Context: an optimization exercise on an open-source flow, tuned for small area, a short achievable clock period and few clock cycles. The choices shown serve that exercise and are no tape-out recipe. The RTL was checked by simulation tests, not by an equivalence proof against the original design. Power figures rest on the tool's default switching activity, not on a simulated workload.

[flow/design.v]
`timescale 1ns / 1ps
module adder #(parameter N = 32, L = 5)(    
    input   logic [N-1:0]   adder_a, adder_b,
    output  logic [N-1:0]   adder_y
);
    logic [N-1:0] g [0:L];
    logic [N-1:0] p [0:L];
    assign g[0] = adder_a & adder_b;
    assign p[0] = adder_a ^ adder_b;
    genvar l, i;
    generate
        for (l = 0; l < L; l++) begin : g_lvl
            for (i = 0; i < N; i++) begin : g_bit
                if (i & (1 << l)) begin : g_comb
                    localparam int J = ((i >> l) << l) - 1;
                    assign g[l+1][i] = g[l][i] | (p[l][i] & g[l][J]);
                    assign p[l+1][i] = p[l][i] & p[l][J];
                end else begin : g_pass
                    assign g[l+1][i] = g[l][i];
                    assign p[l+1][i] = p[l][i];
                end
            end
        end
    endgenerate
    assign adder_y = p[0] ^ {g[L][N-2:0], 1'b0};
endmodule
`timescale 1ns / 1ps
module alu #(parameter N = 64)(
    input   logic [N-1:0] a, b,
    input   logic         sub,
    input   logic         s_add, s_add64, s_and, s_or, s_slt,
    output  logic [N-1:0] y
);
    logic [N-1:0] s;
    logic         lt;
    logic [31:0]  y_na;      
    assign s   = a + b + {{(N-1){1'b0}}, sub};
    assign lt  = ~(s[32] ^ a[32] ^ b[32]);
    assign y_na      = ({32{s_and}} & (a[31:0] & b[31:0]))
                     | ({32{s_or}}  & (a[31:0] | b[31:0]))
                     | {31'b0, s_slt & lt};
    assign y[N-1:32] = s[N-1:32] & {(N-32){s_add64}};
    assign y[31:0]   = ({32{s_add}} & s[31:0]) | y_na;
endmodule
`timescale 1ns / 1ps
module regfile #(parameter N = 64)(
    input   logic           clk,
    input   logic           we,
    input   logic [4:0]     wa,
    input   logic [N-1:0]   wd,
    input   logic [4:0]     ra1, ra2, ra3,
    output  logic [N-1:0]   rd1, rd2, rd3
);
    logic [N-1:0] rf [1:31];
    genvar i;
    generate
        for (i = 1; i < 32; i++) begin : g_reg
            always_ff @(posedge clk)
                if (we && wa == i) rf[i] <= wd;
        end
    endgenerate
    always_comb begin
        rd1 = '0; rd2 = '0; rd3 = '0;
        for (int k = 1; k < 32; k++) begin
            rd1 = rd1 | ({N{ra1 == k}} & rf[k]);
            rd2 = rd2 | ({N{ra2 == k}} & rf[k]);
            rd3 = rd3 | ({N{ra3 == k}} & rf[k]);
        end
    end
endmodule
`timescale 1ns / 1ps
module mips #(parameter N = 64)(
    input   logic       in_clk, reset,
    output  logic[N-1:0]dataadr, writedata,
    output  logic [1:0] memwriteM,
    output  logic [31:0]instradr,
    input   logic [31:0]instr,
    input   logic[N-1:0]readdata,
    input   logic [4:0] checka,
    output  logic [N-1:0]check
);
    logic clk;
    assign clk = in_clk;
    logic [5:0]  op, funct;
    logic [4:0]  rs, rt, rd;
    logic [15:0] imm;
    assign op    = instr[31:26];
    assign rs    = instr[25:21];
    assign rt    = instr[20:16];
    assign rd    = instr[15:11];
    assign imm   = instr[15:0];
    assign funct = instr[5:0];
    logic rtype, i_addi, i_andi, i_ori, i_slti, i_daddi;
    logic i_ld, i_lwu, i_lw, i_lbu, i_lb, i_sd, i_sw, i_sb, i_beq, i_bne, i_j;
    assign rtype  = op == 6'h00;
    assign i_addi = op == 6'h08;
    assign i_andi = op == 6'h0c;
    assign i_ori  = op == 6'h0d;
    assign i_slti = op == 6'h0a;
    assign i_daddi= op == 6'h18;
    assign i_ld   = op == 6'h37;
    assign i_lwu  = op == 6'h27;
    assign i_lw   = op == 6'h23;
    assign i_lbu  = op == 6'h24;
    assign i_lb   = op == 6'h20;
    assign i_sd   = op == 6'h3f;
    assign i_sw   = op == 6'h2b;
    assign i_sb   = op == 6'h28;
    assign i_beq  = op == 6'h04;
    assign i_bne  = op == 6'h05;
    assign i_j    = op == 6'h02;
    logic f_add, f_sub, f_and, f_or, f_slt, f_dadd, f_dsub;
    assign f_add  = rtype & (funct == 6'h20);
    assign f_sub  = rtype & (funct == 6'h22);
    assign f_and  = rtype & (funct == 6'h24);
    assign f_or   = rtype & (funct == 6'h25);
    assign f_slt  = rtype & (funct == 6'h2a);
    assign f_dadd = rtype & (funct == 6'h2c);
    assign f_dsub = rtype & (funct == 6'h2e);
    logic       load, store, immop, writes_rt, sub, zext;
    assign load      = i_ld | i_lwu | i_lw | i_lbu | i_lb;
    assign store     = i_sd | i_sw | i_sb;
    assign immop     = i_addi | i_andi | i_ori | i_slti | i_daddi;
    assign writes_rt = immop | load;
    assign sub       = f_sub | f_dsub | f_slt | i_slti;
    assign zext      = i_andi | i_ori;
    logic [4:0] wreg;
    logic       regwrite;
    assign wreg     = rtype ? rd : rt;
    assign regwrite = (rtype | writes_rt) & (wreg != 5'd0);
    logic [N-1:0] rfa, rfb, srca, srcb, result2;
    logic [4:0]   wreg2;
    logic         regwrite2;
    regfile #(N) regfile(clk, regwrite2, wreg2, result2,
                         rs, rt, checka, rfa, rfb, check);
    logic         byp_a, byp_b;
    assign byp_a = regwrite2 && wreg2 == rs;
    assign byp_b = regwrite2 && wreg2 == rt;
    assign srca = byp_a ? result2 : rfa;
    assign srcb = byp_b ? result2 : rfb;
    logic [N-1:0] opb;
    assign opb = store ? srcb :
                 ((immop ? {{(N-16){imm[15] & ~zext}}, imm} : srcb) ^ {N{sub}});
    adder #(32) addradd(srca[31:0], {{16{imm[15]}}, imm}, addr1);
    logic [N-1:0] a2, b2;
    logic [31:0]  addr, addr1;
    logic         sub2, s_add2, s_add64, s_and2, s_or2, s_slt2, s_load2;
    logic [2:0]   ltype2;
    logic [1:0]   memwrite;
    assign memwrite = i_sd ? 2'b11 : i_sw ? 2'b01 : i_sb ? 2'b10 : 2'b00;
    always_ff @(posedge clk, posedge reset)
        if (reset) begin
            regwrite2 <= 1'b0;
            memwriteM <= 2'b00;
        end else begin
            regwrite2 <= regwrite;
            memwriteM <= memwrite;
        end
    always_ff @(posedge clk) begin
        a2      <= srca;
        b2      <= opb;
        addr    <= addr1;
        wreg2   <= wreg;
        sub2    <= sub;
        s_add2  <= f_add | f_sub | f_dadd | f_dsub | i_addi | i_daddi;
        s_add64 <= f_dadd | f_dsub | i_daddi;
        s_and2  <= f_and | i_andi;
        s_or2   <= f_or | i_ori;
        s_slt2  <= f_slt | i_slti;
        s_load2 <= load;
        ltype2  <= i_ld ? 3'd0 : i_lwu ? 3'd1 : i_lw ? 3'd2 : i_lbu ? 3'd3 : 3'd4;
    end
    logic [N-1:0] aluy, ldv;
    alu #(N) alu(a2, b2, sub2, s_add2, s_add64, s_and2, s_or2, s_slt2, aluy);
    assign dataadr   = {32'b0, addr};
    assign writedata = b2;
    logic [7:0] by;
    always_comb begin
        case (addr[1:0])
            2'd0: by = readdata[31:24];
            2'd1: by = readdata[23:16];
            2'd2: by = readdata[15:8];
            default: by = readdata[7:0];
        endcase
        case (ltype2)
            3'd0: ldv = readdata;
            3'd1: ldv = {32'b0, readdata[31:0]};
            3'd2: ldv = {{32{readdata[31]}}, readdata[31:0]};
            3'd3: ldv = {56'b0, by};
            default: ldv = {{56{by[7]}}, by};
        endcase
    end
    assign result2 = s_load2 ? ldv : aluy;
    logic [N-1:0] mm;
    assign mm = srca ^ srcb;
    logic [7:0] mmg, mmg2;
    always_comb
        for (int j = 0; j < 8; j++) mmg[j] = |mm[8*j +: 8];
    logic beq2, bne2, j2;
    always_ff @(posedge clk, posedge reset)
        if (reset) begin
            beq2 <= 1'b0;
            bne2 <= 1'b0;
            j2   <= 1'b0;
        end else begin
            beq2 <= i_beq;
            bne2 <= i_bne;
            j2   <= i_j;
        end
    always_ff @(posedge clk)
        mmg2 <= mmg;
    logic eq2, redirect;
    assign eq2      = ~|mmg2;
    assign redirect = j2 | (beq2 & eq2) | (bne2 & ~eq2);
    logic [31:2] seq, tgt, pc, pc4;
    assign pc  = redirect ? tgt : seq;
    assign pc4 = pc + 30'd1;
    assign instradr = {pc, 2'b00};
    always_ff @(posedge clk, posedge reset)
        if (reset) seq <= 30'd0;
        else       seq <= pc4;
    always_ff @(posedge clk)
        tgt <= i_j ? {pc4[31:28], instr[25:0]}
                   : pc4 + {{14{imm[15]}}, imm};
endmodule
[flow/run.sh]
#!/bin/bash
# synth_recipe.tcl (not shown) runs the flow's synth.tcl, then flattens the netlist and writes it again
# the make line also repeats each setting of config.mk as NAME=value (left out here)
make -C /OpenROAD-flow-scripts/flow DESIGN_CONFIG=/design/flow/config.mk WORK_HOME=/design/flow/orfs CLKGATE_MAP_FILE= SYNTH_SCRIPT=/design/flow/synth_recipe.tcl finish
[flow/config.mk]
export PLATFORM = sky130hd
export DESIGN_NAME = mips
export DESIGN_NICKNAME = mips
export VERILOG_FILES = /design/flow/design.v
export SDC_FILE = /design/flow/constraint.sdc
export NUM_CORES = 4
export LEC_CHECK = 0
export CAP_MARGIN = 20
export CELL_PAD_IN_SITES_DETAIL_PLACEMENT = 1
export CELL_PAD_IN_SITES_GLOBAL_PLACEMENT = 1
export CORE_MARGIN = 2
export CORE_UTILIZATION = 30
export CTS_BUF_LIST = sky130_fd_sc_hd__clkbuf_8
export CTS_CLUSTER_SIZE = 30
export PLACE_DENSITY = 0.5
export SETUP_SLACK_MARGIN = 3.7
export SLEW_MARGIN = 20
[flow/constraint.sdc]
create_clock -name core_clock -period 10.0 [get_ports {in_clk}]
set_input_delay 2.0000 -clock core_clock [delete_from_list [all_inputs] [get_ports {in_clk}]]
set_output_delay 2.0000 -clock core_clock [all_outputs]
set_load 0.01 [all_outputs]
==> reports/qor.yml, run 1 <==
synth_top_cell_area_share_pct: 53.46
place_hpwl_microns: 539200
die_y_microns: 613.5
dp_cells: 14270
avgSynthCellArea_sq_um: 12.15
worst_setup_path_end_kind: "flip-flop"
p_comb_share_pct: 21.0
instances_no_fill: 15510
die_w_microns: 613.5
grt_max_degree: 65
grt_overflow: 0
critical_path_required_ps: 10980
place.gp.congestion: 1.017
synth-seq-cells: 2233
worst-path-max-fanout: 21
synth-async-reset-ratio_pct: 1.612
final_util_pct: 37.78
synth-warning-count: 6
min_delay_worst_endpoint: "seq[2]"
yosys.area_share.simple_pct: 8.522
numPortBuffers: 294
coreArea_sq_um: 369400
num_vias: 122400
p_per_area_nw_per_um2: 181.4
finalSetupViolations: 0
cp_num_buf_inv: 2
synthXorXnorAreaFrac_pct: 1.933
ioPinCount: 329
hold_path_depth: 1
crit_arrival_ps: 7600
reg2reg_to: "mmg2[4]"
clk_pin_slew_ps: 60
grt_pass1_wl_microns: 1171000
timing.fmax_mhz: 151.1
synth_common_cells: "edfxtp_1, a22oi_1, a221oi_1, a22o_1, clkbuf_1"
crit_slowest_cell: "dlygate4sd2_1"
peakVddDrop_mv: 0.1094
drt-wirelength-per-cell_microns: 60.06
final.period_utilization_pct: 66.16
track_usage_pct: 47.29
synthAdderAreaFrac_pct: 1.884
syn_area_sq_um: 111400
hp-start: "tgt[2]"
finalInstanceArea_sq_um: 139600
crit_type: "input port to flip-flop"
synth_top_area_cell: "edfxtp_1"
max_stage_delay_ps: 900
synth_compound_gate_area_share_pct: 25.52
cts_sinks: 2233
start_util_pct: 30.17
drive_above_1_share_pct: 20.15
synth_mux_area_share_pct: 0.6242
synth_edf_count: 1984
p_int_uw: 17090
synthFlopType: "edfxtp_1"
fillers: 39040
clock_path_buffers: 4
synth_top_family_by_area: "compound AO/OA/AOI/OAI gates"
synthCells: 9174
first_pass_iters: 13
max_slew.worst_pin.slew_ps: 1337
r2r_slack_ps: 3670
layout_min_cycle_time_ps: 6616
slew_headroom_pct: 9.953
final_hold_viol_count: 0
crit_chain: "dlygate4sd2_1, nand2b_1, or2_2, nor2_4, buf_4, a22oi_1, nand4_1, nor2_1, nand3_1, o21ai_0, xor2_1, or3_1, nor4b_1, nand4b_1"
dpl_cell_area_sq_um: 124700
p_leak_uw: 0.04777
fin_nets: 10370
dr.first_iter.drc_count: 28540
worstRegToRegCells: 16
die-area_sq_um: 376400
viasPerCell: 7.894
startpoint: "instr[17]"
detail-route-antenna-nets: 0
area_delta_synth_final_pct: 25.24
rsz0062_at_grt: "true"
synth_cell_types: 97
tns_ps: 0
yosysSeqAreaShare_pct: 58.09
p_clk_share_pct: 36.3
cts_hold_buf: 0
drc_errors: 0
cp.depth: 14
seq_power_share_pct: 42.7
wl_microns: 931700
grt_pass1_vias: 111400
status: "finished clean"
antenna_found_initial: 113
h-tree-depth: 5
numCtsBuffers: 405
clock_latency_ps: 1260
synthTopCellsByArea: "edfxtp_1, a22oi_1, dfxtp_1"
p_sw_uw: 8225
netSwitchingFraction_pct: 32.50
cts_root_buf: "clkbuf_8"
synth_most_common_cell: "edfxtp_1"
maxCapViolations: 0
start_kind: "input port"
clock_skew_ps: 89.82
rr_startpoint: "b2[2]"
slew_violations: 0
cts_tree: "yes"
rows: 223
critPathTopFamily: "simple AND/OR/NAND/NOR gates"
hold_class: "flip-flop to flip-flop"
flip-flops by register name (all words and copies together), names as in the netlist, 2 cells and up:
register,count
tgt,30
regfile.rf,1984
memwriteM,2
a2,64
ltype2,3
mmg2,8
seq,30
addr,32
wreg2,5
b2,64
how the worst max path moves through the flow:
stage | endpoint
floorplan | addr[30]
global placement | addr[31]
detailed placement | addr[28]
CTS | check[10]
global route | check[10]
finish | mmg2[1]
cell usage in the layout (no fill, tap or decap), types with 56 or more instances in the layout:
cell	n
buf_6	74
buf_12	177
clkinv_2	60
nand3_1	411
xor2_1	125
edfxtp_1	1984
clkbuf_8	423
a222oi_1	186
nand2_1	286
a221oi_1	423
xnor2_1	118
buf_4	666
o21ai_0	148
diode_2	131
ha_1	149
clkdlybuf4s50_1	217
a21oi_1	273
a221oi_2	57
inv_1	258
clkinv_1	92
nor3_1	87
nor2_4	125
nand4_1	332
nor2_1	226
a22oi_1	1680
a21o_1	56
dfxtp_1	205
a22o_1	476
final cells by class:
type | count | area, sq um | share of cell area, %
antenna | 131 | 327.8 | 0.2349
clock buffer | 423 | 5822 | 4.171
clock inverter | 307 | 2183 | 1.564
inverter | 162 | 608.1 | 0.4357
multi-input combinational | 6054 | 45960 | 32.93
sequential | 2233 | 64760 | 46.40
tap | 4950 | 6193 | 4.438
timing repair buffer | 1252 | 13710 | 9.823
metal layers:
layer	part of all wire, %	vias up	GRT usage [%]
li1	-	40590	-
met1	35	61410	56.64
met2	39	15340	64.32
met3	16	5037	23.87
met4	9.7	68	35.14
met5	0.12	-	0.09040
stage by stage:
step / hold slack, ps / power, uW / setup WS (ps)
4_1_cts: 516.7 / 24950 / 3644
3_3_place_gp: 491.6 / 15700 / 155.7
5_1_grt: 551.0 / 25840 / 3545
2_1_floorplan: 449.7 / 13340 / 3692
3_5_place_dp: 517.0 / 15770 / 447.5
6_report: 507.0 / 25310 / 3384
power by group through the flow:
stage               Clock (uW)  Sequential (uW)  Combinational, uW
global route              9530            10800               5490
floorplan                    0            10900               2450
global placement             0            11000               4730
CTS                       9160            10800               5000
finish                    9200            10800               5310
detailed placement           0            11000               4780
worst register-to-register path, cell delays in order, from the launching register on:
cell       delay [ps]
dfxtp_1           500
inv_1              80
ha_1              390
o21ai_0           230
o211ai_1          270
o211ai_1          220
a2111oi_2         450
nor2_1            190
o41ai_2           880
o21ai_1           410
xor2_1            250
o22ai_2           150
buf_4             470
nor2_1            190
a21oi_2           830
xnor2_1           170
or4b_1            540
logic make-up (layout without fill, tap and decap cells):
logic type               Yosys count  in the layout
flip-flops                      2233           2233
buffers and inverters            924           2144
adder cells (fa/ha/maj)          163            163
AND/OR/NAND/NOR                 1855           1858
AO/OA/AOI/OAI                   3686           3687
other                              1            165
multiplexers                      66             66
XOR/XNOR                         246            246
repair_timing:
action / 4_1_cts / 5_1_grt
pin swaps: 185 / 112
cloned: 31 / 10
resized for setup: 598 / 157
setup endpoints to repair: 118 / 79
buffers inserted: 267 / 73
Testbench counts, summed over its fixed seeds: cycles 29,664.
==> inputs of run 2 (changes only) <==
--- a/flow/design.v
+++ b/flow/design.v
@@ -193,9 +193,9 @@
     assign result2 = s_load2 ? ldv : aluy;
     logic [N-1:0] mm;
     assign mm = srca ^ srcb;
-    logic [7:0] mmg, mmg2;
+    logic [15:0] mmg, mmg2;
     always_comb
-        for (int j = 0; j < 8; j++) mmg[j] = |mm[8*j +: 8];
+        for (int j = 0; j < 16; j++) mmg[j] = |mm[4*j +: 4];
     logic beq2, bne2, j2;
     always_ff @(posedge clk, posedge reset)
         if (reset) begin
==> run 2 against run 1 <==
Critical path depth fell by 4. Sequential share of layout area about the same. Via count is 0.11% lower. Sequential power about the same. Global-route usage up 0.91 points. Total power rose by 2.4%. Die area is 0.82% higher. Wire length grew 2.6%. Synthesized area grew 0.83%. Cell area grew 0.34%. Maximum frequency is 2.3% higher. Utilization shrank 0.18 points. Critical endpoint is now check[19].
==> reports/qor.yml, run 2 <==
ioPinCount: 329
cts_root_buf: "clkbuf_8"
synth_edf_count: 1984
p_leak_uw: 0.04867
start_kind: "input port"
num_vias: 122300
cts_hold_buf: 0
grt_max_degree: 58
clock_path_buffers: 4
final_hold_viol_count: 0
h-tree-depth: 5
area_delta_synth_final_pct: 24.64
critical_path_required_ps: 8000
maxCapViolations: 0
die_w_microns: 616
synth-warning-count: 6
tns_ps: 0
dp_cells: 14620
fin_nets: 10630
detail-route-antenna-nets: 0
p_per_area_nw_per_um2: 185.1
fillers: 39300
slew_headroom_pct: 11.78
first_pass_iters: 14
cts_sinks: 2241
worst_setup_path_end_kind: "output port"
rsz0062_at_grt: "true"
worst-path-max-fanout: 19
final_common_cell: "a22oi_1"
final.period_utilization_pct: 64.65
start_util_pct: 30.17
cts_tree: "yes"
clock_skew_ps: 116.9
numPortBuffers: 294
status: "finished clean"
coreArea_sq_um: 372500
crit_arrival_ps: 4470
max_stage_delay_ps: 660
synth_top_area_cell: "edfxtp_1"
pre_cts_ws_ps: 1263
synth-async-reset-ratio_pct: 1.606
hold_class: "flip-flop to flip-flop"
numCtsBuffers: 421
viasPerCell: 7.741
place.gp.congestion: 1.008
synth_most_common_cell: "a22oi_1"
finalSetupViolations: 0
timing.fmax_mhz: 154.7
cp_num_buf_inv: 5
slew_violations: 0
synth_top_cell_area_share_pct: 53.02
max_slew.worst_pin.slew_ps: 1315
drt-wirelength-per-cell_microns: 60.48
synthCells: 9469
rows: 224
dpl_cell_area_sq_um: 125600
dr.first_iter.drc_count: 27850
synth-seq-cells: 2241
die_y_microns: 616
crit_slowest_cell: "or4_4"
regMostFlops: "regfile.rf"
grt_pass1_vias: 113300
crit_chain: "buf_12, nand3b_1, buf_6, buf_4, nor2_4, buf_8, a222oi_1, nand3_1, or4_4, buf_6"
avgSynthCellArea_sq_um: 11.87
die-area_sq_um: 379500
antenna_found_initial: 135
yosysSeqAreaShare_pct: 57.76
synth_cell_types: 104
grt_overflow: 0
instances_no_fill: 15800
crit_type: "input port to output port"
track_usage_pct: 48.21
largest_register_ffs: 1984
finalInstanceArea_sq_um: 140000
synthFlopType: "edfxtp_1"
drc_errors: 0
regArea_sq_um: 64910
grt_pass1_wl_microns: 1204000
clk_pin_slew_ps: 60
peakVddDrop_mv: 0.1009
setup_slack_ps: 3535
most-common-layout-cells: "a22oi_1, edfxtp_1, buf_4, nand2_1, clkbuf_8"
wl_microns: 955700
clock_latency_ps: 1250
synth_common_cells: "a22oi_1, edfxtp_1, nand2_1, clkbuf_1, nand3_1"
final_util_pct: 37.60
largestRegisters: "regfile.rf: 1984 flops, a2: 64 flops, b2: 64 flops"
multi_input_area_sq_um: 46510
synthTopCellsByArea: "edfxtp_1, a22oi_1, dfxtp_1"
layout_min_cycle_time_ps: 6465
crit_top_cell: "buf_6"
drive_above_1_share_pct: 19.28
syn_area_sq_um: 112400
place_hpwl_microns: 570700
critPathTopFamily: "simple AND/OR/NAND/NOR gates"
==> run 2: cell types whose count changed after synthesis, sizes merged, moves of 15 or more <==
| cell | before | now |
|---|---|---|
| a22oi | 1693 | 2303 |
| a221oi | 483 | 198 |
| a22o | 476 | 193 |
| nand2 | 297 | 569 |
| nor3 | 115 | 166 |
| nand3 | 418 | 370 |
| a221o | 40 | 0 |
| inv | 161 | 124 |
| o21ai | 174 | 205 |
| a21oi | 316 | 293 |
| clkbuf | 459 | 481 |
| mux2 | 28 | 46 |
| or3 | 36 | 51 |
==> run 2: worst paths after layout <==
kind	from	slack [ps]	end	cells past startpoint
min in group asynchronous	reset	1350	beq2	2
hold reg to reg	tgt[2]	530	seq[2]	1
setup reg to reg	b2[14]	3840	addr[31]	18
hold / removal	tgt[2]	530	seq[2]	1
max in group asynchronous	reset	8040	seq[9]	2
setup / recovery	checka[2]	3530	check[19]	10
==> run 2: logic make-up (layout without fill, tap and decap cells) <==
| family | after synthesis | in the layout | share of synthesized area, % |
|---|---|---|---|
| muxes | 87 | 87 | 0.8374 |
| other | 1 | 160 | 0.003337 |
| buffers and inverters | 894 | 2094 | 3.323 |
| AOI/OAI and AO/OA | 3701 | 3701 | 24.76 |
| and+or+nand+nor | 2130 | 2131 | 9.458 |
| DFF | 2241 | 2241 | 57.76 |
| xor gates and xnor gates | 252 | 252 | 1.993 |
| adders and majority gates | 163 | 163 | 1.869 |
==> run 2: cell type report <==
class	instances	area share [%]
Sequential cell	2241	46.35
Multi-Input combinational cell	6368	33.21
Timing Repair Buffer	1205	9.438
Tap cell	4972	4.442
Clock buffer	434	4.265
Clock inverter	330	1.731
Inverter	124	0.3350
Antenna cell	126	0.2251
Timing Repair inverter	1	0.003574
==> run 2: what timing repair did <==
action                     in CTS  in global routing
setup endpoints to repair     134                 83
cloned                         31                  7
pin swaps                     128                113
buffers inserted              198                 53
resized for setup             579                194
==> run 2: stage by stage <==
step	total power [uW]	hold slack (ps)
finish	25920	526.4
floorplan	13510	453.2
CTS	25640	521.2
global route	26480	559.8
global placement	16060	502.9
detailed placement	16100	513.4
==> run 2: worst register-to-register path: cells and delay by family (launching register included) <==
family | cells | cell delay [ps]
flip-flops | 1 | 550
AND/OR/NAND/NOR | 4 | 770
XOR/XNOR | 1 | 90
buffers and inverters | 1 | 100
multiplexers | 1 | 670
adder cells (fa/ha/maj) | 2 | 920
AO/OA/AOI/OAI | 9 | 2920
==> run 2: power by group <==
group,total (uW),leakage (uW),switching [uW],internal (uW)
sequential,10900,0.0206,317,10600
clock,9580,0.00470,4600,4980
combinational,5460,0.0234,3610,1850
==> run 2: metal layers <==
metal	up-vias	global-route usage, %	share of wire, %
li1	41160	-	-
met5	-	0.08838	0.13
met3	4555	25.39	17
met2	14710	65.80	39
met1	61800	57.71	35
met4	90	33.71	8.6
Testbench counts of run 2, summed over its fixed seeds: cycles 29,664.

separate check: timing with driven ports:
The flow's constraints put no driver on any port. The routed layouts listed below were extracted and timed again, unchanged, in two steps. Step 1 (the two cells are an assumption about what drives the block):
set clk [get_ports {in_clk}]
set_driving_cell -lib_cell sky130_fd_sc_hd__clkbuf_16 $clk
set_driving_cell -lib_cell sky130_fd_sc_hd__buf_2 [delete_from_list [all_inputs] $clk]
Step 2, shift: input delay + t, output delay - t, t = (earliest + latest rising clock arrival at the registers) / 2. This alone moves slack from input paths to output paths. Slacks: ideal ports / drivers / drivers and shift; pairs: ideal ports / drivers.
run | t (ns) | setup WS [ns] | worst data-port slew with drivers (ns)
run 1 | 1.319 | 3.384 / 3.370 / 2.051 | 0.36
run 2 | 1.315 | 3.535 / 3.474 / 2.257 | 0.23
After both steps every run listed still meets setup and hold. The setup slack of run 1, which loses most, moves by -0.014 ns with the drivers and by -1.333 ns with both steps.
